Source: an optimization exercise on an open RTL-to-GDS flow (aim: small area). Production flows keep margins and buffers that such runs may drop.
Function was not checked in any run shown here: the RTL went through the layout flow alone.
Power is estimated from default activity; no workload was simulated.

[design/flow/flow/run.sh]
#!/bin/bash
# Standard layout with smaller port buffers and a lighter clock tree.
set -euo pipefail
export BUFFER_PORTS_ARGS="-buffer_cell sky130_fd_sc_hd__buf_1"
export CTS_ARGS="-sink_clustering_enable -repair_clock_nets -buf_list sky130_fd_sc_hd__clkbuf_4 -dont_use_dummy_load"
bash standard.sh > standard.log 2>&1
[design/flow/standard.sh]
#!/bin/bash
# synth_recipe.tcl (not shown) runs the flow's synth.tcl, then flattens the netlist and writes it again
# the make line also repeats each setting of config.mk as NAME=value (left out here)
make -C /OpenROAD-flow-scripts/flow DESIGN_CONFIG=/design/flow/config.mk WORK_HOME=/design/flow/orfs CLKGATE_MAP_FILE= SYNTH_SCRIPT=/design/flow/synth_recipe.tcl "${@:-finish}"
[design/flow/config.mk]
export PLATFORM = sky130hd
export DESIGN_NAME = INTC
export DESIGN_NICKNAME = INTC
export VERILOG_FILES = /design/flow/design.v
export SDC_FILE = /design/flow/constraint.sdc
export NUM_CORES = 4
export LEC_CHECK = 0
export CAP_MARGIN = 20
export CORE_AREA = 3 3 87 87
export DIE_AREA = 0 0 90 90
export PLACE_DENSITY = 0.8
export SLEW_MARGIN = 20
export SYNTH_HIERARCHICAL = 1
[design/flow/constraint.sdc]
create_clock -name core_clock -period 6.5 [get_ports {clk}]
set_input_delay 1.3000 -clock core_clock [delete_from_list [all_inputs] [get_ports {clk}]]
set_output_delay 1.3000 -clock core_clock [all_outputs]
set_load 0.01 [all_outputs]
[design/flow/design.v]
module INTC
(
    input   wire            clk,
    input   wire            rst_n,
    output  wire[31:0]      data_out,
    input   wire[62:0]      set_in,
    input   wire[62:0]      en_in,
    input   wire            reset_in,
    output  wire[30:0]      intc_int_en
);
    reg  [62:0] lat;
    reg  [5:0]  data;
    wire [62:0] nxt;
    wire [5:0]  cur;
    wire [63:0] a, na, sp, nsp;
    wire [62:0] q;
    wire        rn;
    INTC_inv u_rn (.a(reset_in), .y(rn));
    INTC_inv u_a1 (.a(lat[0]), .y(na[1]));
    INTC_ornb u_a2 (.a(lat[1]), .bn(na[1]), .y(a[2]));
    INTC_nor2 u_a3 (.a(a[2]), .b(lat[2]), .y(na[3]));
    INTC_ornb u_a4 (.a(lat[3]), .bn(na[3]), .y(a[4]));
    INTC_nor2 u_a5 (.a(a[4]), .b(lat[4]), .y(na[5]));
    INTC_ornb u_a6 (.a(lat[5]), .bn(na[5]), .y(a[6]));
    INTC_nor2 u_a7 (.a(a[6]), .b(lat[6]), .y(na[7]));
    INTC_ornb u_a8 (.a(lat[7]), .bn(na[7]), .y(a[8]));
    INTC_nor2 u_a9 (.a(a[8]), .b(lat[8]), .y(na[9]));
    INTC_ornb u_a10 (.a(lat[9]), .bn(na[9]), .y(a[10]));
    INTC_nor2 u_a11 (.a(a[10]), .b(lat[10]), .y(na[11]));
    INTC_ornb u_a12 (.a(lat[11]), .bn(na[11]), .y(a[12]));
    INTC_nor2 u_a13 (.a(a[12]), .b(lat[12]), .y(na[13]));
    INTC_ornb u_a14 (.a(lat[13]), .bn(na[13]), .y(a[14]));
    INTC_nor2 u_a15 (.a(a[14]), .b(lat[14]), .y(na[15]));
    INTC_ornb u_a16 (.a(lat[15]), .bn(na[15]), .y(a[16]));
    INTC_nor2 u_a17 (.a(a[16]), .b(lat[16]), .y(na[17]));
    INTC_ornb u_a18 (.a(lat[17]), .bn(na[17]), .y(a[18]));
    INTC_nor2 u_a19 (.a(a[18]), .b(lat[18]), .y(na[19]));
    INTC_ornb u_a20 (.a(lat[19]), .bn(na[19]), .y(a[20]));
    INTC_nor2 u_a21 (.a(a[20]), .b(lat[20]), .y(na[21]));
    INTC_ornb u_a22 (.a(lat[21]), .bn(na[21]), .y(a[22]));
    INTC_nor2 u_a23 (.a(a[22]), .b(lat[22]), .y(na[23]));
    INTC_ornb u_a24 (.a(lat[23]), .bn(na[23]), .y(a[24]));
    INTC_nor2 u_a25 (.a(a[24]), .b(lat[24]), .y(na[25]));
    INTC_ornb u_a26 (.a(lat[25]), .bn(na[25]), .y(a[26]));
    INTC_nor2 u_a27 (.a(a[26]), .b(lat[26]), .y(na[27]));
    INTC_ornb u_a28 (.a(lat[27]), .bn(na[27]), .y(a[28]));
    INTC_nor2 u_a29 (.a(a[28]), .b(lat[28]), .y(na[29]));
    INTC_ornb u_a30 (.a(lat[29]), .bn(na[29]), .y(a[30]));
    INTC_nor2 u_a31 (.a(a[30]), .b(lat[30]), .y(na[31]));
    INTC_or32 u_a32 (.a(lat[31:0]), .y(a[32]));
    INTC_nor2 u_a33 (.a(a[32]), .b(lat[32]), .y(na[33]));
    INTC_ornb u_a34 (.a(lat[33]), .bn(na[33]), .y(a[34]));
    INTC_nor2 u_a35 (.a(a[34]), .b(lat[34]), .y(na[35]));
    INTC_ornb u_a36 (.a(lat[35]), .bn(na[35]), .y(a[36]));
    INTC_nor2 u_a37 (.a(a[36]), .b(lat[36]), .y(na[37]));
    INTC_ornb u_a38 (.a(lat[37]), .bn(na[37]), .y(a[38]));
    INTC_nor2 u_a39 (.a(a[38]), .b(lat[38]), .y(na[39]));
    INTC_ornb u_a40 (.a(lat[39]), .bn(na[39]), .y(a[40]));
    INTC_nor2 u_a41 (.a(a[40]), .b(lat[40]), .y(na[41]));
    INTC_ornb u_a42 (.a(lat[41]), .bn(na[41]), .y(a[42]));
    INTC_nor2 u_a43 (.a(a[42]), .b(lat[42]), .y(na[43]));
    INTC_ornb u_a44 (.a(lat[43]), .bn(na[43]), .y(a[44]));
    INTC_nor2 u_a45 (.a(a[44]), .b(lat[44]), .y(na[45]));
    INTC_ornb u_a46 (.a(lat[45]), .bn(na[45]), .y(a[46]));
    INTC_nor2 u_a47 (.a(a[46]), .b(lat[46]), .y(na[47]));
    INTC_ornb u_a48 (.a(lat[47]), .bn(na[47]), .y(a[48]));
    INTC_nor2 u_a49 (.a(a[48]), .b(lat[48]), .y(na[49]));
    INTC_ornb u_a50 (.a(lat[49]), .bn(na[49]), .y(a[50]));
    INTC_nor2 u_a51 (.a(a[50]), .b(lat[50]), .y(na[51]));
    INTC_ornb u_a52 (.a(lat[51]), .bn(na[51]), .y(a[52]));
    INTC_nor2 u_a53 (.a(a[52]), .b(lat[52]), .y(na[53]));
    INTC_ornb u_a54 (.a(lat[53]), .bn(na[53]), .y(a[54]));
    INTC_nor2 u_a55 (.a(a[54]), .b(lat[54]), .y(na[55]));
    INTC_ornb u_a56 (.a(lat[55]), .bn(na[55]), .y(a[56]));
    INTC_nor2 u_a57 (.a(a[56]), .b(lat[56]), .y(na[57]));
    INTC_ornb u_a58 (.a(lat[57]), .bn(na[57]), .y(a[58]));
    INTC_nor2 u_a59 (.a(a[58]), .b(lat[58]), .y(na[59]));
    INTC_ornb u_a60 (.a(lat[59]), .bn(na[59]), .y(a[60]));
    INTC_nor2 u_a61 (.a(a[60]), .b(lat[60]), .y(na[61]));
    INTC_ornb u_a62 (.a(lat[61]), .bn(na[61]), .y(a[62]));
    INTC_nor2 u_a63 (.a(a[62]), .b(lat[62]), .y(na[63]));
    INTC_buf u_s1 (.a(set_in[0]), .y(sp[1]));
    INTC_nor2 u_s2 (.a(sp[1]), .b(set_in[1]), .y(nsp[2]));
    INTC_ornb u_s3 (.a(set_in[2]), .bn(nsp[2]), .y(sp[3]));
    INTC_nor2 u_s4 (.a(sp[3]), .b(set_in[3]), .y(nsp[4]));
    INTC_ornb u_s5 (.a(set_in[4]), .bn(nsp[4]), .y(sp[5]));
    INTC_nor2 u_s6 (.a(sp[5]), .b(set_in[5]), .y(nsp[6]));
    INTC_ornb u_s7 (.a(set_in[6]), .bn(nsp[6]), .y(sp[7]));
    INTC_nor2 u_s8 (.a(sp[7]), .b(set_in[7]), .y(nsp[8]));
    INTC_ornb u_s9 (.a(set_in[8]), .bn(nsp[8]), .y(sp[9]));
    INTC_nor2 u_s10 (.a(sp[9]), .b(set_in[9]), .y(nsp[10]));
    INTC_ornb u_s11 (.a(set_in[10]), .bn(nsp[10]), .y(sp[11]));
    INTC_nor2 u_s12 (.a(sp[11]), .b(set_in[11]), .y(nsp[12]));
    INTC_ornb u_s13 (.a(set_in[12]), .bn(nsp[12]), .y(sp[13]));
    INTC_nor2 u_s14 (.a(sp[13]), .b(set_in[13]), .y(nsp[14]));
    INTC_ornb u_s15 (.a(set_in[14]), .bn(nsp[14]), .y(sp[15]));
    INTC_nor2 u_s16 (.a(sp[15]), .b(set_in[15]), .y(nsp[16]));
    INTC_ornb u_s17 (.a(set_in[16]), .bn(nsp[16]), .y(sp[17]));
    INTC_nor2 u_s18 (.a(sp[17]), .b(set_in[17]), .y(nsp[18]));
    INTC_ornb u_s19 (.a(set_in[18]), .bn(nsp[18]), .y(sp[19]));
    INTC_nor2 u_s20 (.a(sp[19]), .b(set_in[19]), .y(nsp[20]));
    INTC_ornb u_s21 (.a(set_in[20]), .bn(nsp[20]), .y(sp[21]));
    INTC_nor2 u_s22 (.a(sp[21]), .b(set_in[21]), .y(nsp[22]));
    INTC_ornb u_s23 (.a(set_in[22]), .bn(nsp[22]), .y(sp[23]));
    INTC_nor2 u_s24 (.a(sp[23]), .b(set_in[23]), .y(nsp[24]));
    INTC_ornb u_s25 (.a(set_in[24]), .bn(nsp[24]), .y(sp[25]));
    INTC_nor2 u_s26 (.a(sp[25]), .b(set_in[25]), .y(nsp[26]));
    INTC_ornb u_s27 (.a(set_in[26]), .bn(nsp[26]), .y(sp[27]));
    INTC_nor2 u_s28 (.a(sp[27]), .b(set_in[27]), .y(nsp[28]));
    INTC_ornb u_s29 (.a(set_in[28]), .bn(nsp[28]), .y(sp[29]));
    INTC_nor2 u_s30 (.a(sp[29]), .b(set_in[29]), .y(nsp[30]));
    INTC_ornb u_s31 (.a(set_in[30]), .bn(nsp[30]), .y(sp[31]));
    INTC_nor32 u_s32 (.a(set_in[31:0]), .y(nsp[32]));
    INTC_ornb u_s33 (.a(set_in[32]), .bn(nsp[32]), .y(sp[33]));
    INTC_nor2 u_s34 (.a(sp[33]), .b(set_in[33]), .y(nsp[34]));
    INTC_ornb u_s35 (.a(set_in[34]), .bn(nsp[34]), .y(sp[35]));
    INTC_nor2 u_s36 (.a(sp[35]), .b(set_in[35]), .y(nsp[36]));
    INTC_ornb u_s37 (.a(set_in[36]), .bn(nsp[36]), .y(sp[37]));
    INTC_nor2 u_s38 (.a(sp[37]), .b(set_in[37]), .y(nsp[38]));
    INTC_ornb u_s39 (.a(set_in[38]), .bn(nsp[38]), .y(sp[39]));
    INTC_nor2 u_s40 (.a(sp[39]), .b(set_in[39]), .y(nsp[40]));
    INTC_ornb u_s41 (.a(set_in[40]), .bn(nsp[40]), .y(sp[41]));
    INTC_nor2 u_s42 (.a(sp[41]), .b(set_in[41]), .y(nsp[42]));
    INTC_ornb u_s43 (.a(set_in[42]), .bn(nsp[42]), .y(sp[43]));
    INTC_nor2 u_s44 (.a(sp[43]), .b(set_in[43]), .y(nsp[44]));
    INTC_ornb u_s45 (.a(set_in[44]), .bn(nsp[44]), .y(sp[45]));
    INTC_nor2 u_s46 (.a(sp[45]), .b(set_in[45]), .y(nsp[46]));
    INTC_ornb u_s47 (.a(set_in[46]), .bn(nsp[46]), .y(sp[47]));
    INTC_nor2 u_s48 (.a(sp[47]), .b(set_in[47]), .y(nsp[48]));
    INTC_ornb u_s49 (.a(set_in[48]), .bn(nsp[48]), .y(sp[49]));
    INTC_nor2 u_s50 (.a(sp[49]), .b(set_in[49]), .y(nsp[50]));
    INTC_ornb u_s51 (.a(set_in[50]), .bn(nsp[50]), .y(sp[51]));
    INTC_nor2 u_s52 (.a(sp[51]), .b(set_in[51]), .y(nsp[52]));
    INTC_ornb u_s53 (.a(set_in[52]), .bn(nsp[52]), .y(sp[53]));
    INTC_nor2 u_s54 (.a(sp[53]), .b(set_in[53]), .y(nsp[54]));
    INTC_ornb u_s55 (.a(set_in[54]), .bn(nsp[54]), .y(sp[55]));
    INTC_nor2 u_s56 (.a(sp[55]), .b(set_in[55]), .y(nsp[56]));
    INTC_ornb u_s57 (.a(set_in[56]), .bn(nsp[56]), .y(sp[57]));
    INTC_nor2 u_s58 (.a(sp[57]), .b(set_in[57]), .y(nsp[58]));
    INTC_ornb u_s59 (.a(set_in[58]), .bn(nsp[58]), .y(sp[59]));
    INTC_nor2 u_s60 (.a(sp[59]), .b(set_in[59]), .y(nsp[60]));
    INTC_ornb u_s61 (.a(set_in[60]), .bn(nsp[60]), .y(sp[61]));
    INTC_nor2 u_s62 (.a(sp[61]), .b(set_in[61]), .y(nsp[62]));
    INTC_bit_en u_b0 (.s(set_in[0]), .e(en_in[0]), .l(lat[0]), .rn(rn), .a_i(1'b0), .na_o(na[1]), .nsp_i(1'b1), .nxt(nxt[0]));
    INTC_bit_o u_b1 (.s(set_in[1]), .e(en_in[1]), .l(lat[1]), .r(reset_in), .na_i(na[1]), .a_o(a[2]), .sp_i(sp[1]), .nxt(nxt[1]), .q(q[1]));
    INTC_bit_en u_b2 (.s(set_in[2]), .e(en_in[2]), .l(lat[2]), .rn(rn), .a_i(a[2]), .na_o(na[3]), .nsp_i(nsp[2]), .nxt(nxt[2]));
    INTC_bit_o u_b3 (.s(set_in[3]), .e(en_in[3]), .l(lat[3]), .r(reset_in), .na_i(na[3]), .a_o(a[4]), .sp_i(sp[3]), .nxt(nxt[3]), .q(q[3]));
    INTC_bit_en u_b4 (.s(set_in[4]), .e(en_in[4]), .l(lat[4]), .rn(rn), .a_i(a[4]), .na_o(na[5]), .nsp_i(nsp[4]), .nxt(nxt[4]));
    INTC_bit_o u_b5 (.s(set_in[5]), .e(en_in[5]), .l(lat[5]), .r(reset_in), .na_i(na[5]), .a_o(a[6]), .sp_i(sp[5]), .nxt(nxt[5]), .q(q[5]));
    INTC_bit_en u_b6 (.s(set_in[6]), .e(en_in[6]), .l(lat[6]), .rn(rn), .a_i(a[6]), .na_o(na[7]), .nsp_i(nsp[6]), .nxt(nxt[6]));
    INTC_bit_o u_b7 (.s(set_in[7]), .e(en_in[7]), .l(lat[7]), .r(reset_in), .na_i(na[7]), .a_o(a[8]), .sp_i(sp[7]), .nxt(nxt[7]), .q(q[7]));
    INTC_bit_en u_b8 (.s(set_in[8]), .e(en_in[8]), .l(lat[8]), .rn(rn), .a_i(a[8]), .na_o(na[9]), .nsp_i(nsp[8]), .nxt(nxt[8]));
    INTC_bit_o u_b9 (.s(set_in[9]), .e(en_in[9]), .l(lat[9]), .r(reset_in), .na_i(na[9]), .a_o(a[10]), .sp_i(sp[9]), .nxt(nxt[9]), .q(q[9]));
    INTC_bit_en u_b10 (.s(set_in[10]), .e(en_in[10]), .l(lat[10]), .rn(rn), .a_i(a[10]), .na_o(na[11]), .nsp_i(nsp[10]), .nxt(nxt[10]));
    INTC_bit_o u_b11 (.s(set_in[11]), .e(en_in[11]), .l(lat[11]), .r(reset_in), .na_i(na[11]), .a_o(a[12]), .sp_i(sp[11]), .nxt(nxt[11]), .q(q[11]));
    INTC_bit_en u_b12 (.s(set_in[12]), .e(en_in[12]), .l(lat[12]), .rn(rn), .a_i(a[12]), .na_o(na[13]), .nsp_i(nsp[12]), .nxt(nxt[12]));
    INTC_bit_o u_b13 (.s(set_in[13]), .e(en_in[13]), .l(lat[13]), .r(reset_in), .na_i(na[13]), .a_o(a[14]), .sp_i(sp[13]), .nxt(nxt[13]), .q(q[13]));
    INTC_bit_en u_b14 (.s(set_in[14]), .e(en_in[14]), .l(lat[14]), .rn(rn), .a_i(a[14]), .na_o(na[15]), .nsp_i(nsp[14]), .nxt(nxt[14]));
    INTC_bit_o u_b15 (.s(set_in[15]), .e(en_in[15]), .l(lat[15]), .r(reset_in), .na_i(na[15]), .a_o(a[16]), .sp_i(sp[15]), .nxt(nxt[15]), .q(q[15]));
    INTC_bit_en u_b16 (.s(set_in[16]), .e(en_in[16]), .l(lat[16]), .rn(rn), .a_i(a[16]), .na_o(na[17]), .nsp_i(nsp[16]), .nxt(nxt[16]));
    INTC_bit_o u_b17 (.s(set_in[17]), .e(en_in[17]), .l(lat[17]), .r(reset_in), .na_i(na[17]), .a_o(a[18]), .sp_i(sp[17]), .nxt(nxt[17]), .q(q[17]));
    INTC_bit_en u_b18 (.s(set_in[18]), .e(en_in[18]), .l(lat[18]), .rn(rn), .a_i(a[18]), .na_o(na[19]), .nsp_i(nsp[18]), .nxt(nxt[18]));
    INTC_bit_o u_b19 (.s(set_in[19]), .e(en_in[19]), .l(lat[19]), .r(reset_in), .na_i(na[19]), .a_o(a[20]), .sp_i(sp[19]), .nxt(nxt[19]), .q(q[19]));
    INTC_bit_en u_b20 (.s(set_in[20]), .e(en_in[20]), .l(lat[20]), .rn(rn), .a_i(a[20]), .na_o(na[21]), .nsp_i(nsp[20]), .nxt(nxt[20]));
    INTC_bit_o u_b21 (.s(set_in[21]), .e(en_in[21]), .l(lat[21]), .r(reset_in), .na_i(na[21]), .a_o(a[22]), .sp_i(sp[21]), .nxt(nxt[21]), .q(q[21]));
    INTC_bit_en u_b22 (.s(set_in[22]), .e(en_in[22]), .l(lat[22]), .rn(rn), .a_i(a[22]), .na_o(na[23]), .nsp_i(nsp[22]), .nxt(nxt[22]));
    INTC_bit_o u_b23 (.s(set_in[23]), .e(en_in[23]), .l(lat[23]), .r(reset_in), .na_i(na[23]), .a_o(a[24]), .sp_i(sp[23]), .nxt(nxt[23]), .q(q[23]));
    INTC_bit_en u_b24 (.s(set_in[24]), .e(en_in[24]), .l(lat[24]), .rn(rn), .a_i(a[24]), .na_o(na[25]), .nsp_i(nsp[24]), .nxt(nxt[24]));
    INTC_bit_o u_b25 (.s(set_in[25]), .e(en_in[25]), .l(lat[25]), .r(reset_in), .na_i(na[25]), .a_o(a[26]), .sp_i(sp[25]), .nxt(nxt[25]), .q(q[25]));
    INTC_bit_en u_b26 (.s(set_in[26]), .e(en_in[26]), .l(lat[26]), .rn(rn), .a_i(a[26]), .na_o(na[27]), .nsp_i(nsp[26]), .nxt(nxt[26]));
    INTC_bit_o u_b27 (.s(set_in[27]), .e(en_in[27]), .l(lat[27]), .r(reset_in), .na_i(na[27]), .a_o(a[28]), .sp_i(sp[27]), .nxt(nxt[27]), .q(q[27]));
    INTC_bit_en u_b28 (.s(set_in[28]), .e(en_in[28]), .l(lat[28]), .rn(rn), .a_i(a[28]), .na_o(na[29]), .nsp_i(nsp[28]), .nxt(nxt[28]));
    INTC_bit_o u_b29 (.s(set_in[29]), .e(en_in[29]), .l(lat[29]), .r(reset_in), .na_i(na[29]), .a_o(a[30]), .sp_i(sp[29]), .nxt(nxt[29]), .q(q[29]));
    INTC_bit_en u_b30 (.s(set_in[30]), .e(en_in[30]), .l(lat[30]), .rn(rn), .a_i(a[30]), .na_o(na[31]), .nsp_i(nsp[30]), .nxt(nxt[30]));
    INTC_bit_o u_b31 (.s(set_in[31]), .e(en_in[31]), .l(lat[31]), .r(reset_in), .na_i(na[31]), .a_o(a[32]), .sp_i(sp[31]), .nxt(nxt[31]), .q(q[31]));
    INTC_bit_e u_b32 (.s(set_in[32]), .e(en_in[32]), .l(lat[32]), .rn(rn), .a_i(a[32]), .na_o(na[33]), .nsp_i(nsp[32]), .nxt(nxt[32]), .q(q[32]));
    INTC_bit_o u_b33 (.s(set_in[33]), .e(en_in[33]), .l(lat[33]), .r(reset_in), .na_i(na[33]), .a_o(a[34]), .sp_i(sp[33]), .nxt(nxt[33]), .q(q[33]));
    INTC_bit_e u_b34 (.s(set_in[34]), .e(en_in[34]), .l(lat[34]), .rn(rn), .a_i(a[34]), .na_o(na[35]), .nsp_i(nsp[34]), .nxt(nxt[34]), .q(q[34]));
    INTC_bit_o u_b35 (.s(set_in[35]), .e(en_in[35]), .l(lat[35]), .r(reset_in), .na_i(na[35]), .a_o(a[36]), .sp_i(sp[35]), .nxt(nxt[35]), .q(q[35]));
    INTC_bit_e u_b36 (.s(set_in[36]), .e(en_in[36]), .l(lat[36]), .rn(rn), .a_i(a[36]), .na_o(na[37]), .nsp_i(nsp[36]), .nxt(nxt[36]), .q(q[36]));
    INTC_bit_o u_b37 (.s(set_in[37]), .e(en_in[37]), .l(lat[37]), .r(reset_in), .na_i(na[37]), .a_o(a[38]), .sp_i(sp[37]), .nxt(nxt[37]), .q(q[37]));
    INTC_bit_e u_b38 (.s(set_in[38]), .e(en_in[38]), .l(lat[38]), .rn(rn), .a_i(a[38]), .na_o(na[39]), .nsp_i(nsp[38]), .nxt(nxt[38]), .q(q[38]));
    INTC_bit_o u_b39 (.s(set_in[39]), .e(en_in[39]), .l(lat[39]), .r(reset_in), .na_i(na[39]), .a_o(a[40]), .sp_i(sp[39]), .nxt(nxt[39]), .q(q[39]));
    INTC_bit_e u_b40 (.s(set_in[40]), .e(en_in[40]), .l(lat[40]), .rn(rn), .a_i(a[40]), .na_o(na[41]), .nsp_i(nsp[40]), .nxt(nxt[40]), .q(q[40]));
    INTC_bit_o u_b41 (.s(set_in[41]), .e(en_in[41]), .l(lat[41]), .r(reset_in), .na_i(na[41]), .a_o(a[42]), .sp_i(sp[41]), .nxt(nxt[41]), .q(q[41]));
    INTC_bit_e u_b42 (.s(set_in[42]), .e(en_in[42]), .l(lat[42]), .rn(rn), .a_i(a[42]), .na_o(na[43]), .nsp_i(nsp[42]), .nxt(nxt[42]), .q(q[42]));
    INTC_bit_o u_b43 (.s(set_in[43]), .e(en_in[43]), .l(lat[43]), .r(reset_in), .na_i(na[43]), .a_o(a[44]), .sp_i(sp[43]), .nxt(nxt[43]), .q(q[43]));
    INTC_bit_e u_b44 (.s(set_in[44]), .e(en_in[44]), .l(lat[44]), .rn(rn), .a_i(a[44]), .na_o(na[45]), .nsp_i(nsp[44]), .nxt(nxt[44]), .q(q[44]));
    INTC_bit_o u_b45 (.s(set_in[45]), .e(en_in[45]), .l(lat[45]), .r(reset_in), .na_i(na[45]), .a_o(a[46]), .sp_i(sp[45]), .nxt(nxt[45]), .q(q[45]));
    INTC_bit_e u_b46 (.s(set_in[46]), .e(en_in[46]), .l(lat[46]), .rn(rn), .a_i(a[46]), .na_o(na[47]), .nsp_i(nsp[46]), .nxt(nxt[46]), .q(q[46]));
    INTC_bit_o u_b47 (.s(set_in[47]), .e(en_in[47]), .l(lat[47]), .r(reset_in), .na_i(na[47]), .a_o(a[48]), .sp_i(sp[47]), .nxt(nxt[47]), .q(q[47]));
    INTC_bit_e u_b48 (.s(set_in[48]), .e(en_in[48]), .l(lat[48]), .rn(rn), .a_i(a[48]), .na_o(na[49]), .nsp_i(nsp[48]), .nxt(nxt[48]), .q(q[48]));
    INTC_bit_o u_b49 (.s(set_in[49]), .e(en_in[49]), .l(lat[49]), .r(reset_in), .na_i(na[49]), .a_o(a[50]), .sp_i(sp[49]), .nxt(nxt[49]), .q(q[49]));
    INTC_bit_e u_b50 (.s(set_in[50]), .e(en_in[50]), .l(lat[50]), .rn(rn), .a_i(a[50]), .na_o(na[51]), .nsp_i(nsp[50]), .nxt(nxt[50]), .q(q[50]));
    INTC_bit_o u_b51 (.s(set_in[51]), .e(en_in[51]), .l(lat[51]), .r(reset_in), .na_i(na[51]), .a_o(a[52]), .sp_i(sp[51]), .nxt(nxt[51]), .q(q[51]));
    INTC_bit_e u_b52 (.s(set_in[52]), .e(en_in[52]), .l(lat[52]), .rn(rn), .a_i(a[52]), .na_o(na[53]), .nsp_i(nsp[52]), .nxt(nxt[52]), .q(q[52]));
    INTC_bit_o u_b53 (.s(set_in[53]), .e(en_in[53]), .l(lat[53]), .r(reset_in), .na_i(na[53]), .a_o(a[54]), .sp_i(sp[53]), .nxt(nxt[53]), .q(q[53]));
    INTC_bit_e u_b54 (.s(set_in[54]), .e(en_in[54]), .l(lat[54]), .rn(rn), .a_i(a[54]), .na_o(na[55]), .nsp_i(nsp[54]), .nxt(nxt[54]), .q(q[54]));
    INTC_bit_o u_b55 (.s(set_in[55]), .e(en_in[55]), .l(lat[55]), .r(reset_in), .na_i(na[55]), .a_o(a[56]), .sp_i(sp[55]), .nxt(nxt[55]), .q(q[55]));
    INTC_bit_e u_b56 (.s(set_in[56]), .e(en_in[56]), .l(lat[56]), .rn(rn), .a_i(a[56]), .na_o(na[57]), .nsp_i(nsp[56]), .nxt(nxt[56]), .q(q[56]));
    INTC_bit_o u_b57 (.s(set_in[57]), .e(en_in[57]), .l(lat[57]), .r(reset_in), .na_i(na[57]), .a_o(a[58]), .sp_i(sp[57]), .nxt(nxt[57]), .q(q[57]));
    INTC_bit_e u_b58 (.s(set_in[58]), .e(en_in[58]), .l(lat[58]), .rn(rn), .a_i(a[58]), .na_o(na[59]), .nsp_i(nsp[58]), .nxt(nxt[58]), .q(q[58]));
    INTC_bit_o u_b59 (.s(set_in[59]), .e(en_in[59]), .l(lat[59]), .r(reset_in), .na_i(na[59]), .a_o(a[60]), .sp_i(sp[59]), .nxt(nxt[59]), .q(q[59]));
    INTC_bit_e u_b60 (.s(set_in[60]), .e(en_in[60]), .l(lat[60]), .rn(rn), .a_i(a[60]), .na_o(na[61]), .nsp_i(nsp[60]), .nxt(nxt[60]), .q(q[60]));
    INTC_bit_o u_b61 (.s(set_in[61]), .e(en_in[61]), .l(lat[61]), .r(reset_in), .na_i(na[61]), .a_o(a[62]), .sp_i(sp[61]), .nxt(nxt[61]), .q(q[61]));
    INTC_bit_e u_b62 (.s(set_in[62]), .e(en_in[62]), .l(lat[62]), .rn(rn), .a_i(a[62]), .na_o(na[63]), .nsp_i(nsp[62]), .nxt(nxt[62]), .q(q[62]));
    INTC_enc u_enc (
        .na1(na[1]),
        .a2(a[2]),
        .na3(na[3]),
        .a4(a[4]),
        .na5(na[5]),
        .a6(a[6]),
        .na7(na[7]),
        .a8(a[8]),
        .na9(na[9]),
        .a10(a[10]),
        .na11(na[11]),
        .a12(a[12]),
        .na13(na[13]),
        .a14(a[14]),
        .na15(na[15]),
        .a16(a[16]),
        .na17(na[17]),
        .a18(a[18]),
        .na19(na[19]),
        .a20(a[20]),
        .na21(na[21]),
        .a22(a[22]),
        .na23(na[23]),
        .a24(a[24]),
        .na25(na[25]),
        .a26(a[26]),
        .na27(na[27]),
        .a28(a[28]),
        .na29(na[29]),
        .a30(a[30]),
        .na31(na[31]),
        .a32(a[32]),
        .na33(na[33]),
        .a34(a[34]),
        .na35(na[35]),
        .a36(a[36]),
        .na37(na[37]),
        .a38(a[38]),
        .na39(na[39]),
        .a40(a[40]),
        .na41(na[41]),
        .a42(a[42]),
        .na43(na[43]),
        .a44(a[44]),
        .na45(na[45]),
        .a46(a[46]),
        .na47(na[47]),
        .a48(a[48]),
        .na49(na[49]),
        .a50(a[50]),
        .na51(na[51]),
        .a52(a[52]),
        .na53(na[53]),
        .a54(a[54]),
        .na55(na[55]),
        .a56(a[56]),
        .na57(na[57]),
        .a58(a[58]),
        .na59(na[59]),
        .a60(a[60]),
        .na61(na[61]),
        .a62(a[62]),
        .na63(na[63]),
        .cur(cur)
    );
    always @(posedge clk, negedge rst_n) begin
        if (!rst_n) begin
            lat  <= 63'd0;
            data <= 6'b111111;
        end else begin
            lat  <= nxt;
            data <= cur;
        end
    end
    assign data_out = {26'd0, data};
    assign intc_int_en = q[62:32];
endmodule
module INTC_inv (input wire a, output wire y);
    assign y = ~a;
endmodule
module INTC_buf (input wire a, output wire y);
    assign y = a;
endmodule
module INTC_nor2 (input wire a, input wire b, output wire y);
    assign y = ~(a | b);
endmodule
module INTC_ornb (input wire a, input wire bn, output wire y);
    assign y = a | ~bn;
endmodule
module INTC_or32 (input wire[31:0] a, output wire y);
    assign y = |a;
endmodule
module INTC_nor32 (input wire[31:0] a, output wire y);
    assign y = ~(|a);
endmodule
module INTC_bit_en (input wire s, input wire e, input wire l, input wire rn,
                    input wire a_i, input wire na_o, input wire nsp_i, output wire nxt);
    assign nxt = (l & (a_i | rn)) | (s & e & na_o & nsp_i);
endmodule
module INTC_bit_e (input wire s, input wire e, input wire l, input wire rn,
                   input wire a_i, input wire na_o, input wire nsp_i, output wire nxt, output wire q);
    assign q = na_o & nsp_i;
    assign nxt = (l & (a_i | rn)) | (s & e & q);
endmodule
module INTC_bit_o (input wire s, input wire e, input wire l, input wire r,
                   input wire na_i, input wire a_o, input wire sp_i, output wire nxt, output wire q);
    assign q = ~(a_o | sp_i);
    assign nxt = (l & ~(na_i & r)) | (s & e & q);
endmodule
module INTC_enc (input wire na1, input wire a2, input wire na3, input wire a4, input wire na5, input wire a6, input wire na7, input wire a8, input wire na9, input wire a10, input wire na11, input wire a12, input wire na13, input wire a14, input wire na15, input wire a16, input wire na17, input wire a18, input wire na19, input wire a20, input wire na21, input wire a22, input wire na23, input wire a24, input wire na25, input wire a26, input wire na27, input wire a28, input wire na29, input wire a30, input wire na31, input wire a32, input wire na33, input wire a34, input wire na35, input wire a36, input wire na37, input wire a38, input wire na39, input wire a40, input wire na41, input wire a42, input wire na43, input wire a44, input wire na45, input wire a46, input wire na47, input wire a48, input wire na49, input wire a50, input wire na51, input wire a52, input wire na53, input wire a54, input wire na55, input wire a56, input wire na57, input wire a58, input wire na59, input wire a60, input wire na61, input wire a62, input wire na63, output wire[5:0] cur);
    wire [64:0] t;
    assign t[0] = 1'b0;
    assign t[64] = 1'b1;
    assign t[1] = ~na1;
    assign t[2] = a2;
    assign t[3] = ~na3;
    assign t[4] = a4;
    assign t[5] = ~na5;
    assign t[6] = a6;
    assign t[7] = ~na7;
    assign t[8] = a8;
    assign t[9] = ~na9;
    assign t[10] = a10;
    assign t[11] = ~na11;
    assign t[12] = a12;
    assign t[13] = ~na13;
    assign t[14] = a14;
    assign t[15] = ~na15;
    assign t[16] = a16;
    assign t[17] = ~na17;
    assign t[18] = a18;
    assign t[19] = ~na19;
    assign t[20] = a20;
    assign t[21] = ~na21;
    assign t[22] = a22;
    assign t[23] = ~na23;
    assign t[24] = a24;
    assign t[25] = ~na25;
    assign t[26] = a26;
    assign t[27] = ~na27;
    assign t[28] = a28;
    assign t[29] = ~na29;
    assign t[30] = a30;
    assign t[31] = ~na31;
    assign t[32] = a32;
    assign t[33] = ~na33;
    assign t[34] = a34;
    assign t[35] = ~na35;
    assign t[36] = a36;
    assign t[37] = ~na37;
    assign t[38] = a38;
    assign t[39] = ~na39;
    assign t[40] = a40;
    assign t[41] = ~na41;
    assign t[42] = a42;
    assign t[43] = ~na43;
    assign t[44] = a44;
    assign t[45] = ~na45;
    assign t[46] = a46;
    assign t[47] = ~na47;
    assign t[48] = a48;
    assign t[49] = ~na49;
    assign t[50] = a50;
    assign t[51] = ~na51;
    assign t[52] = a52;
    assign t[53] = ~na53;
    assign t[54] = a54;
    assign t[55] = ~na55;
    assign t[56] = a56;
    assign t[57] = ~na57;
    assign t[58] = a58;
    assign t[59] = ~na59;
    assign t[60] = a60;
    assign t[61] = ~na61;
    assign t[62] = a62;
    assign t[63] = ~na63;
    assign cur[0] = (~t[1] & t[2]) | (~t[3] & t[4]) | (~t[5] & t[6]) | (~t[7] & t[8]) | (~t[9] & t[10]) | (~t[11] & t[12]) | (~t[13] & t[14]) | (~t[15] & t[16]) | (~t[17] & t[18]) | (~t[19] & t[20]) | (~t[21] & t[22]) | (~t[23] & t[24]) | (~t[25] & t[26]) | (~t[27] & t[28]) | (~t[29] & t[30]) | (~t[31] & t[32]) | (~t[33] & t[34]) | (~t[35] & t[36]) | (~t[37] & t[38]) | (~t[39] & t[40]) | (~t[41] & t[42]) | (~t[43] & t[44]) | (~t[45] & t[46]) | (~t[47] & t[48]) | (~t[49] & t[50]) | (~t[51] & t[52]) | (~t[53] & t[54]) | (~t[55] & t[56]) | (~t[57] & t[58]) | (~t[59] & t[60]) | (~t[61] & t[62]) | (~t[63] & t[64]);
    assign cur[1] = (~t[2] & t[4]) | (~t[6] & t[8]) | (~t[10] & t[12]) | (~t[14] & t[16]) | (~t[18] & t[20]) | (~t[22] & t[24]) | (~t[26] & t[28]) | (~t[30] & t[32]) | (~t[34] & t[36]) | (~t[38] & t[40]) | (~t[42] & t[44]) | (~t[46] & t[48]) | (~t[50] & t[52]) | (~t[54] & t[56]) | (~t[58] & t[60]) | (~t[62] & t[64]);
    assign cur[2] = (~t[4] & t[8]) | (~t[12] & t[16]) | (~t[20] & t[24]) | (~t[28] & t[32]) | (~t[36] & t[40]) | (~t[44] & t[48]) | (~t[52] & t[56]) | (~t[60] & t[64]);
    assign cur[3] = (~t[8] & t[16]) | (~t[24] & t[32]) | (~t[40] & t[48]) | (~t[56] & t[64]);
    assign cur[4] = (~t[16] & t[32]) | (~t[48] & t[64]);
    assign cur[5] = (~t[32] & t[64]);
endmodule
==> flow_summary.json, run 1 <==
{
  "seq_area_frac_synth_pct": 38.75,
  "holdBufCountCts": 0,
  "root_buffer": "clkbuf_4",
  "syn_area_mm2": 0.004476,
  "postCtsSetupBuffers": 136,
  "cts_sinks": 69,
  "synthMuxAreaShare_pct": 0,
  "gp_congestion": 0.9182,
  "io_buffer_count": 165,
  "numCtsBuffers": 9,
  "dp_cells": 850,
  "synth_edf_count": 0,
  "async_flop_share_pct": 100.0,
  "rows": 29,
  "error": "[ERROR DPL-0038] Utilization greater than 100%, impossible to legalize",
  "placed_area_mm2": 0.005764,
  "post-dp-hpwl_um": 11870,
  "synth_top_family_by_area": "simple AND/OR/NAND/NOR gates",
  "ys_warn_count": 7,
  "yosys.area_share.simple_pct": 34.30,
  "die_h_um": 90,
  "ys_ff_latch": 69,
  "pin_count": 192,
  "synth_ff_type": "dfrtp_1",
  "synth_compound_area_share_pct": 15.63,
  "postCtsResizedCells": 72,
  "yosys.area_share.adder_pct": 0,
  "cts_max_level": 3,
  "synth-xor-area-share_pct": 0,
  "syn_inst": 534,
  "status": "aborted with a tool error",
  "die_x_um": 90,
  "stop_stage": "clock tree synthesis (4_1_cts)",
  "avgSynthCellArea_um2": 8.381,
  "ys_types": 27,
  "clock_path_buffers": 2,
  "initial_core_util_pct": 67.77
}
## Yosys cell counts (2+ instances only)
library cell	count	area, um^2
a221oi_1	4	35.03
o21ai_0	3	15.01
nand2b_1	60	375.4
nor4_1	15	93.84
a32o_1	31	310.3
o22ai_1	9	56.30
nor2_2	31	193.9
dfstp_2	6	157.7
buf_4	58	435.4
nor4_2	2	25.02
dfrtp_1	63	1577
o21ai_1	32	160.2
conb_1	2	7.510
nand4_1	37	231.5
inv_1	17	63.81
nand3_1	4	20.02
and2_1	16	100.1
nand2_1	63	236.5
nor2_1	63	236.5
a22o_1	3	26.28
a22oi_1	9	67.56
## worst max path at each step
stage / from / end / slack (ns) / cells after the start
after floorplan: lat[26]$_DFF_PN0_ / intc_int_en[30] / -0.21 / 36
after global placement: set_in[1] / intc_int_en[30] / -0.88 / 36
after detailed placement: set_in[1] / intc_int_en[30] / -1.33 / 36
## power groups by stage
stage | combinational (W) | sequential, W | clock [W]
2_1_floorplan | 0.000385 | 0.000469 | 0
3_5_place_dp | 0.000714 | 0.000466 | 0
3_3_place_gp | 0.000690 | 0.000467 | 0
## metrics by stage
step	setup TNS, ns	worst slack [ns]	total power (W)	hold slack, ns	utilization (%)
after floorplan	-0.3506	-0.2108	0.0008538	0.4522	-
after global placement	-3.875	-0.8798	0.001157	0.4653	87.29
after detailed placement	-7.445	-1.325	0.001180	0.4830	87.29
## modules after synthesis, one instance, submodules excluded
module / cells / flops+latches
INTC: 128 / 69
INTC_enc: 55 / 0
INTC_or32: 11 / 0
INTC_nor32: 11 / 0
INTC_bit_e: 4 / 0
INTC_bit_o: 3 / 0
INTC_bit_en: 3 / 0
INTC_buf: 1 / 0
INTC_ornb: 1 / 0
INTC_inv: 1 / 0
INTC_nor2: 1 / 0
## cell families after synthesis
group | count (synthesis)
simple gates | 294
compound gates | 94
other cells | 2
flops | 69
buf+inv | 75
==> inputs of run 2 (changes only) <==
--- a/design/flow/design.v
+++ b/design/flow/design.v
@@ -9,7 +9,7 @@
     output  wire[30:0]      intc_int_en
 );
     reg  [62:0] lat;
-    reg  [5:0]  data;
+    reg  [5:0]  dreg;
     wire [62:0] nxt;
     wire [5:0]  cur;
     wire [63:0] a, na, sp, nsp;
@@ -47,7 +47,7 @@
     INTC_nor2 u_a29 (.a(a[28]), .b(lat[28]), .y(na[29]));
     INTC_ornb u_a30 (.a(lat[29]), .bn(na[29]), .y(a[30]));
     INTC_nor2 u_a31 (.a(a[30]), .b(lat[30]), .y(na[31]));
-    INTC_or32 u_a32 (.a(lat[31:0]), .y(a[32]));
+    INTC_or32 u_a32 (.v(lat[31:0]), .y(a[32]));
     INTC_nor2 u_a33 (.a(a[32]), .b(lat[32]), .y(na[33]));
     INTC_ornb u_a34 (.a(lat[33]), .bn(na[33]), .y(a[34]));
     INTC_nor2 u_a35 (.a(a[34]), .b(lat[34]), .y(na[35]));
@@ -63,7 +63,7 @@
     INTC_nor2 u_a45 (.a(a[44]), .b(lat[44]), .y(na[45]));
     INTC_ornb u_a46 (.a(lat[45]), .bn(na[45]), .y(a[46]));
     INTC_nor2 u_a47 (.a(a[46]), .b(lat[46]), .y(na[47]));
-    INTC_ornb u_a48 (.a(lat[47]), .bn(na[47]), .y(a[48]));
+    INTC_orc16 u_a48 (.c(a[32]), .v(lat[47:32]), .y(a[48]));
     INTC_nor2 u_a49 (.a(a[48]), .b(lat[48]), .y(na[49]));
     INTC_ornb u_a50 (.a(lat[49]), .bn(na[49]), .y(a[50]));
     INTC_nor2 u_a51 (.a(a[50]), .b(lat[50]), .y(na[51]));
@@ -94,7 +94,7 @@
     INTC_ornb u_s13 (.a(set_in[12]), .bn(nsp[12]), .y(sp[13]));
     INTC_nor2 u_s14 (.a(sp[13]), .b(set_in[13]), .y(nsp[14]));
     INTC_ornb u_s15 (.a(set_in[14]), .bn(nsp[14]), .y(sp[15]));
-    INTC_nor2 u_s16 (.a(sp[15]), .b(set_in[15]), .y(nsp[16]));
+    INTC_nor16 u_s16 (.v(set_in[15:0]), .y(nsp[16]));
     INTC_ornb u_s17 (.a(set_in[16]), .bn(nsp[16]), .y(sp[17]));
     INTC_nor2 u_s18 (.a(sp[17]), .b(set_in[17]), .y(nsp[18]));
     INTC_ornb u_s19 (.a(set_in[18]), .bn(nsp[18]), .y(sp[19]));
@@ -110,7 +110,7 @@
     INTC_ornb u_s29 (.a(set_in[28]), .bn(nsp[28]), .y(sp[29]));
     INTC_nor2 u_s30 (.a(sp[29]), .b(set_in[29]), .y(nsp[30]));
     INTC_ornb u_s31 (.a(set_in[30]), .bn(nsp[30]), .y(sp[31]));
-    INTC_nor32 u_s32 (.a(set_in[31:0]), .y(nsp[32]));
+    INTC_norc16 u_s32 (.cn(nsp[16]), .v(set_in[31:16]), .y(nsp[32]));
     INTC_ornb u_s33 (.a(set_in[32]), .bn(nsp[32]), .y(sp[33]));
     INTC_nor2 u_s34 (.a(sp[33]), .b(set_in[33]), .y(nsp[34]));
     INTC_ornb u_s35 (.a(set_in[34]), .bn(nsp[34]), .y(sp[35]));
@@ -126,7 +126,7 @@
     INTC_ornb u_s45 (.a(set_in[44]), .bn(nsp[44]), .y(sp[45]));
     INTC_nor2 u_s46 (.a(sp[45]), .b(set_in[45]), .y(nsp[46]));
     INTC_ornb u_s47 (.a(set_in[46]), .bn(nsp[46]), .y(sp[47]));
-    INTC_nor2 u_s48 (.a(sp[47]), .b(set_in[47]), .y(nsp[48]));
+    INTC_norc16 u_s48 (.cn(nsp[32]), .v(set_in[47:32]), .y(nsp[48]));
     INTC_ornb u_s49 (.a(set_in[48]), .bn(nsp[48]), .y(sp[49]));
     INTC_nor2 u_s50 (.a(sp[49]), .b(set_in[49]), .y(nsp[50]));
     INTC_ornb u_s51 (.a(set_in[50]), .bn(nsp[50]), .y(sp[51]));
@@ -273,13 +273,20 @@
     always @(posedge clk, negedge rst_n) begin
         if (!rst_n) begin
             lat  <= 63'd0;
-            data <= 6'b111111;
+            dreg <= 6'b111100;
         end else begin
             lat  <= nxt;
-            data <= cur;
+            dreg <= cur;
         end
     end
-    assign data_out = {26'd0, data};
+    wire [5:0] d;
+    assign d[5] = dreg[5];
+    assign d[4] = dreg[4];
+    assign d[3] = dreg[3];
+    assign d[2] = dreg[2];
+    assign d[1] = d[2] ^ dreg[1];
+    assign d[0] = d[1] ^ dreg[0];
+    assign data_out = {26'd0, d};
     assign intc_int_en = q[62:32];
 endmodule
 module INTC_inv (input wire a, output wire y);
@@ -294,11 +301,17 @@
 module INTC_ornb (input wire a, input wire bn, output wire y);
     assign y = a | ~bn;
 endmodule
-module INTC_or32 (input wire[31:0] a, output wire y);
-    assign y = |a;
+module INTC_or32 (input wire[31:0] v, output wire y);
+    assign y = |v;
 endmodule
-module INTC_nor32 (input wire[31:0] a, output wire y);
-    assign y = ~(|a);
+module INTC_orc16 (input wire c, input wire[15:0] v, output wire y);
+    assign y = c | (|v);
+endmodule
+module INTC_nor16 (input wire[15:0] v, output wire y);
+    assign y = ~(|v);
+endmodule
+module INTC_norc16 (input wire cn, input wire[15:0] v, output wire y);
+    assign y = cn & ~(|v);
 endmodule
 module INTC_bit_en (input wire s, input wire e, input wire l, input wire rn,
                     input wire a_i, input wire na_o, input wire nsp_i, output wire nxt);
@@ -381,8 +394,8 @@
     assign t[61] = ~na61;
     assign t[62] = a62;
     assign t[63] = ~na63;
-    assign cur[0] = (~t[1] & t[2]) | (~t[3] & t[4]) | (~t[5] & t[6]) | (~t[7] & t[8]) | (~t[9] & t[10]) | (~t[11] & t[12]) | (~t[13] & t[14]) | (~t[15] & t[16]) | (~t[17] & t[18]) | (~t[19] & t[20]) | (~t[21] & t[22]) | (~t[23] & t[24]) | (~t[25] & t[26]) | (~t[27] & t[28]) | (~t[29] & t[30]) | (~t[31] & t[32]) | (~t[33] & t[34]) | (~t[35] & t[36]) | (~t[37] & t[38]) | (~t[39] & t[40]) | (~t[41] & t[42]) | (~t[43] & t[44]) | (~t[45] & t[46]) | (~t[47] & t[48]) | (~t[49] & t[50]) | (~t[51] & t[52]) | (~t[53] & t[54]) | (~t[55] & t[56]) | (~t[57] & t[58]) | (~t[59] & t[60]) | (~t[61] & t[62]) | (~t[63] & t[64]);
-    assign cur[1] = (~t[2] & t[4]) | (~t[6] & t[8]) | (~t[10] & t[12]) | (~t[14] & t[16]) | (~t[18] & t[20]) | (~t[22] & t[24]) | (~t[26] & t[28]) | (~t[30] & t[32]) | (~t[34] & t[36]) | (~t[38] & t[40]) | (~t[42] & t[44]) | (~t[46] & t[48]) | (~t[50] & t[52]) | (~t[54] & t[56]) | (~t[58] & t[60]) | (~t[62] & t[64]);
+    assign cur[0] = (~t[1] & t[3]) | (~t[5] & t[7]) | (~t[9] & t[11]) | (~t[13] & t[15]) | (~t[17] & t[19]) | (~t[21] & t[23]) | (~t[25] & t[27]) | (~t[29] & t[31]) | (~t[33] & t[35]) | (~t[37] & t[39]) | (~t[41] & t[43]) | (~t[45] & t[47]) | (~t[49] & t[51]) | (~t[53] & t[55]) | (~t[57] & t[59]) | (~t[61] & t[63]);
+    assign cur[1] = (~t[2] & t[6]) | (~t[10] & t[14]) | (~t[18] & t[22]) | (~t[26] & t[30]) | (~t[34] & t[38]) | (~t[42] & t[46]) | (~t[50] & t[54]) | (~t[58] & t[62]);
     assign cur[2] = (~t[4] & t[8]) | (~t[12] & t[16]) | (~t[20] & t[24]) | (~t[28] & t[32]) | (~t[36] & t[40]) | (~t[44] & t[48]) | (~t[52] & t[56]) | (~t[60] & t[64]);
     assign cur[3] = (~t[8] & t[16]) | (~t[24] & t[32]) | (~t[40] & t[48]) | (~t[56] & t[64]);
     assign cur[4] = (~t[16] & t[32]) | (~t[48] & t[64]);
==> run 2 against run 1 <==
Compared with the run above: area after synthesis rose by 1.6%; synthesized cell count rose by 1.5%; the run now finishes clean.
==> flow_summary.json, run 2 <==
{
  "status": "complete, no violations",
  "p_leak_nw": 2.415,
  "path_cells": "buf_1 -> nor4_2 -> and4_2 -> nor4b_4 -> buf_4 -> nand2b_1 -> nor2_2 -> nand2b_1 -> nor2_1 -> nand2b_1 -> nor2_1 -> nand2b_1 -> nor2_1 -> nand2b_1 -> nor2_2 -> nand2b_1 -> nor2_1 -> nand2b_1 -> nor2_1 -> nand2b_1 -> nor2_2 -> buf_1",
  "critPathMostFrequentCell": "nand2b_1",
  "rows": 29,
  "final_layout_size_suffix_gt1_share_pct": 15.15,
  "relSlewSlack_pct": 26.05,
  "finalCriticalPeriod_ns": 6.207,
  "clk_pin_slew_worst_paths_ns": 0.11,
  "drt_wl_total_um": 13610,
  "syn_inst": 542,
  "top_usage_layer": "met2",
  "largest_reg_flops": 63,
  "final_cell_mix": "164 x buf_1, 65 x dfrtp_1, 63 x nand2_1",
  "seq_area_mm2": 0.001732,
  "io_buffer_count": 165,
  "hold_depth": 2,
  "p_seq_share_pct": 37.4,
  "initial_core_util_pct": 68.89,
  "stdcell_count": 806,
  "min_to": "lat[54]$_DFF_PN0_",
  "cp_slowest_cell": "nor4_2",
  "top_regs": "lat x63, dreg x6",
  "critPathCaptureType": "output pin",
  "mostFrequentLayoutCell": "buf_1",
  "multi_input_area_mm2": 0.002530,
  "design.die.area_mm2": 0.008100,
  "drv_cap": 0,
  "crit_path_start_kind": "input pin",
  "syn_to_final_growth_pct": 18.29,
  "grt_pass1_vias": 4613,
  "r2r-start": "lat[0]$_DFF_PN0_",
  "switchingPower_w": 0.0005097,
  "root_buffer": "clkbuf_4",
  "clkLatencyLatePin_ns": 0.42,
  "switching_share_pct": 41.02,
  "holdBufCountCts": 0,
  "die_x_um": 90,
  "r2r-end": "dreg[0]$_DFF_PN0_",
  "yosysMostFrequentCell": "dfrtp_1",
  "n_antenna_cell": 0,
  "vias": 4755,
  "worstRegToRegCells": 35,
  "ys_ff_latch": 69,
  "path_delay_family": "simple AND/OR/NAND/NOR gates",
  "antenna_found_initial": 0,
  "worstPathMaxFanout": 3,
  "cts_tree": "done",
  "finalCoreUtilization_pct": 81.49,
  "numCtsBuffers": 9,
  "slew_viol_final": 0,
  "grt_use_total_pct": 32.56,
  "cts_max_level": 3,
  "intPower_w": 0.0007328,
  "pin_count": 192,
  "syn_area_mm2": 0.004549,
  "cp_slowest_stage_delay_ns": 0.34,
  "worstMarginPinSlew_ns": 1.102,
  "post-route-period-util_pct": 95.49,
  "route.detailed.drc": 0,
  "grt_remaining_overflow": 0,
  "critPathKind": "input pin to output pin",
  "clock.fmax_ghz": 0.1611,
  "seq_area_frac_synth_pct": 38.06,
  "dp_cells": 796,
  "finalNetCount": 844,
  "critPathRequiredTime_ns": 5.20,
  "gp_congestion": 0.9042,
  "drtIter0Drc": 339,
  "hp-start": "lat[54]$_DFF_PN0_",
  "path_buf_inv": 3,
  "grtUsageMet3_pct": 6.594,
  "wl_per_cell_um": 16.88,
  "core_area_mm2": 0.006604,
  "grt_max_degree": 70,
  "powerDensity_mw_per_mm2": 230.9,
  "nFillCells": 485,
  "final.setup_skew_ns": 0.02176,
  "ys_types": 30,
  "vias_per_cell": 5.900,
  "cts_sinks": 69,
  "clkPwrFrac_pct": 16.5,
  "total_power_w": 0.001243,
  "drtPass1Iterations": 5,
  "setup_viol": 0,
  "ant_nets": 0,
  "synth_top_area_share_pct": 35.75,
  "synth_edf_count": 0,
  "clock_path_buffers": 2,
  "synth_ff_type": "dfrtp_1",
  "critPathArrivalTime_ns": 4.91,
  "finalHoldViolations": 0,
  "hold_path_class": "register to register",
  "ys_warn_count": 7,
  "grt_pass1_wl_um": 21590,
  "die_h_um": 90,
  "rrSetupSlack_ns": 0.78,
  "ys_top_cells_by_area": "dfrtp_1 36%, buf_4 10%, nand2b_1 8.5%",
  "synth_commonest_cells": "65 x dfrtp_1, 63 x nand2_1, 62 x buf_4, 62 x nand2b_1, 62 x nor2_1",
  "globalRouteMet1Util_pct": 41.61,
  "post-dp-hpwl_um": 10580,
  "async_flop_share_pct": 100.0,
  "groute.layer.met2.usage_pct": 54.39,
  "avgSynthCellArea_um2": 8.394,
  "vdd_drop_max_uv": 134.2,
  "top_register": "lat",
  "pwr-share-comb_pct": 46.1,
  "yosys.area.top_type": "dfrtp_1"
}
==> run 2: cell count changes after synthesis, sizes merged, moves of 5 or more <==
cell	change
o22ai	-5
a221oi	-5
a22oi	-9
nor2b	+13
==> run 2: kinds of logic after synthesis <==
group | share of synthesized area, %
xor+xnor | 0.7150
other cells | 0.1651
buf+inv | 11.72
simple gates | 36.66
compound gates | 12.68
flops | 38.06
==> run 2: per-stage QoR <==
stage               hold WS, ns   TNS, ns  worst slack (ns)  cell area, um^2
global route             0.5268  -0.01156         -0.009769             5381
CTS                      0.4947         0           0.02106             5246
global placement         0.4590         0            0.2880             5159
detailed placement       0.4703         0           0.02439             5159
floorplan                0.4508         0            0.7041             4647
finish                   0.4947         0            0.2930             5381
==> run 2: worst max-delay path by stage <==
stage,to,depth (start not counted),slack (ns),startpoint
CTS,intc_int_en[30],21,0.02,lat[8]$_DFF_PN0_
finish,intc_int_en[15],22,0.29,set_in[12]
floorplan,dreg[1]$_DFF_PN0_,33,0.70,lat[0]$_DFF_PN0_
global route,intc_int_en[30],21,-0.01,lat[18]$_DFF_PN0_
detailed placement,intc_int_en[30],21,0.02,set_in[12]
global placement,intc_int_en[30],21,0.29,set_in[0]
==> run 2: per-layer routing <==
metal,part of all wire (%),vias to the layer above
met3,11,37
met5,0,-
met4,2.4,0
met1,38,2225
li1,-,2183
met2,49,310
==> run 2: per-module statistics from Yosys, one instance, submodules excluded <==
| module | times used | flip-flops and latches | area [um^2] | cells inside |
|---|---|---|---|---|
| INTC | 1 | 69 | 2230 | 134 |
| INTC_bit_e | 16 | 0 | 21.27 | 4 |
| INTC_bit_en | 16 | 0 | 15.01 | 3 |
| INTC_bit_o | 31 | 0 | 20.02 | 3 |
| INTC_buf | 1 | 0 | 7.507 | 1 |
| INTC_enc | 1 | 0 | 280.3 | 48 |
| INTC_inv | 2 | 0 | 3.754 | 1 |
| INTC_nor16 | 1 | 0 | 33.78 | 5 |
| INTC_nor2 | 59 | 0 | 3.754 | 1 |
| INTC_norc16 | 2 | 0 | 43.79 | 6 |
| INTC_or32 | 1 | 0 | 75.07 | 11 |
| INTC_orc16 | 1 | 0 | 36.28 | 6 |
| INTC_ornb | 59 | 0 | 6.256 | 1 |
==> run 2: power by group through the flow <==
stage | registers (W) | clock network (W) | logic (W)
global route | 0.000466 | 0.000221 | 0.000618
floorplan | 0.000467 | 0 | 0.000299
global placement | 0.000472 | 0 | 0.000519
CTS | 0.000464 | 0.000201 | 0.000536
detailed placement | 0.000472 | 0 | 0.000531
finish | 0.000465 | 0.000204 | 0.000573
==> run 2: worst register-to-register path, delay by kind of cell, from the launching register on <==
family / cells / cell delay [ns]
flops: 1 / 0.41
simple gates: 32 / 4.65
compound gates: 1 / 0.23
buf+inv: 2 / 0.30
==> run 2: cell type report <==
cell class	count	area share, %
Tap cell	93	2.162
Sequential cell	69	32.18
Inverter	18	1.256
Multi-Input combinational cell	419	47.01
Clock buffer	9	1.256
Timing Repair Buffer	198	16.14
==> run 2: timing repair <==
| action | 4_1_cts | 5_1_grt |
|---|---|---|
| pin swaps | 0 | 0 |
| gates resized for setup | 4 | 31 |
| setup endpoints to repair | 1 | 11 |
| buffers inserted | 0 | 1 |

port drivers added, routing unchanged:
The flow's constraints put no driver on any port. The routed layout listed below was extracted and timed again, unchanged, in two steps.
Step 1, drivers: a clkbuf_16 drives clk and a buf_2 each remaining input, both assumed.
Step 2 also shifts input and output timing later by t, the mid clock arrival at the registers, as if the neighbouring blocks saw the same clock.
Three values: ideal ports, drivers, drivers and shift; two values: the first two.
run: run 2
t (ns): 0.433
setup slack, ns: 0.293 / 0.265 / 0.265
hold slack, ns: 0.495 / 0.495 / 0.495
worst register clock-pin slew, ns: 0.11 / 0.11
worst data-port slew with drivers (ns): 0.04
After both steps run 2 still meets setup and hold. For run 2, drivers alone change the setup slack by -0.028 ns; drivers and shift together by -0.028 ns.
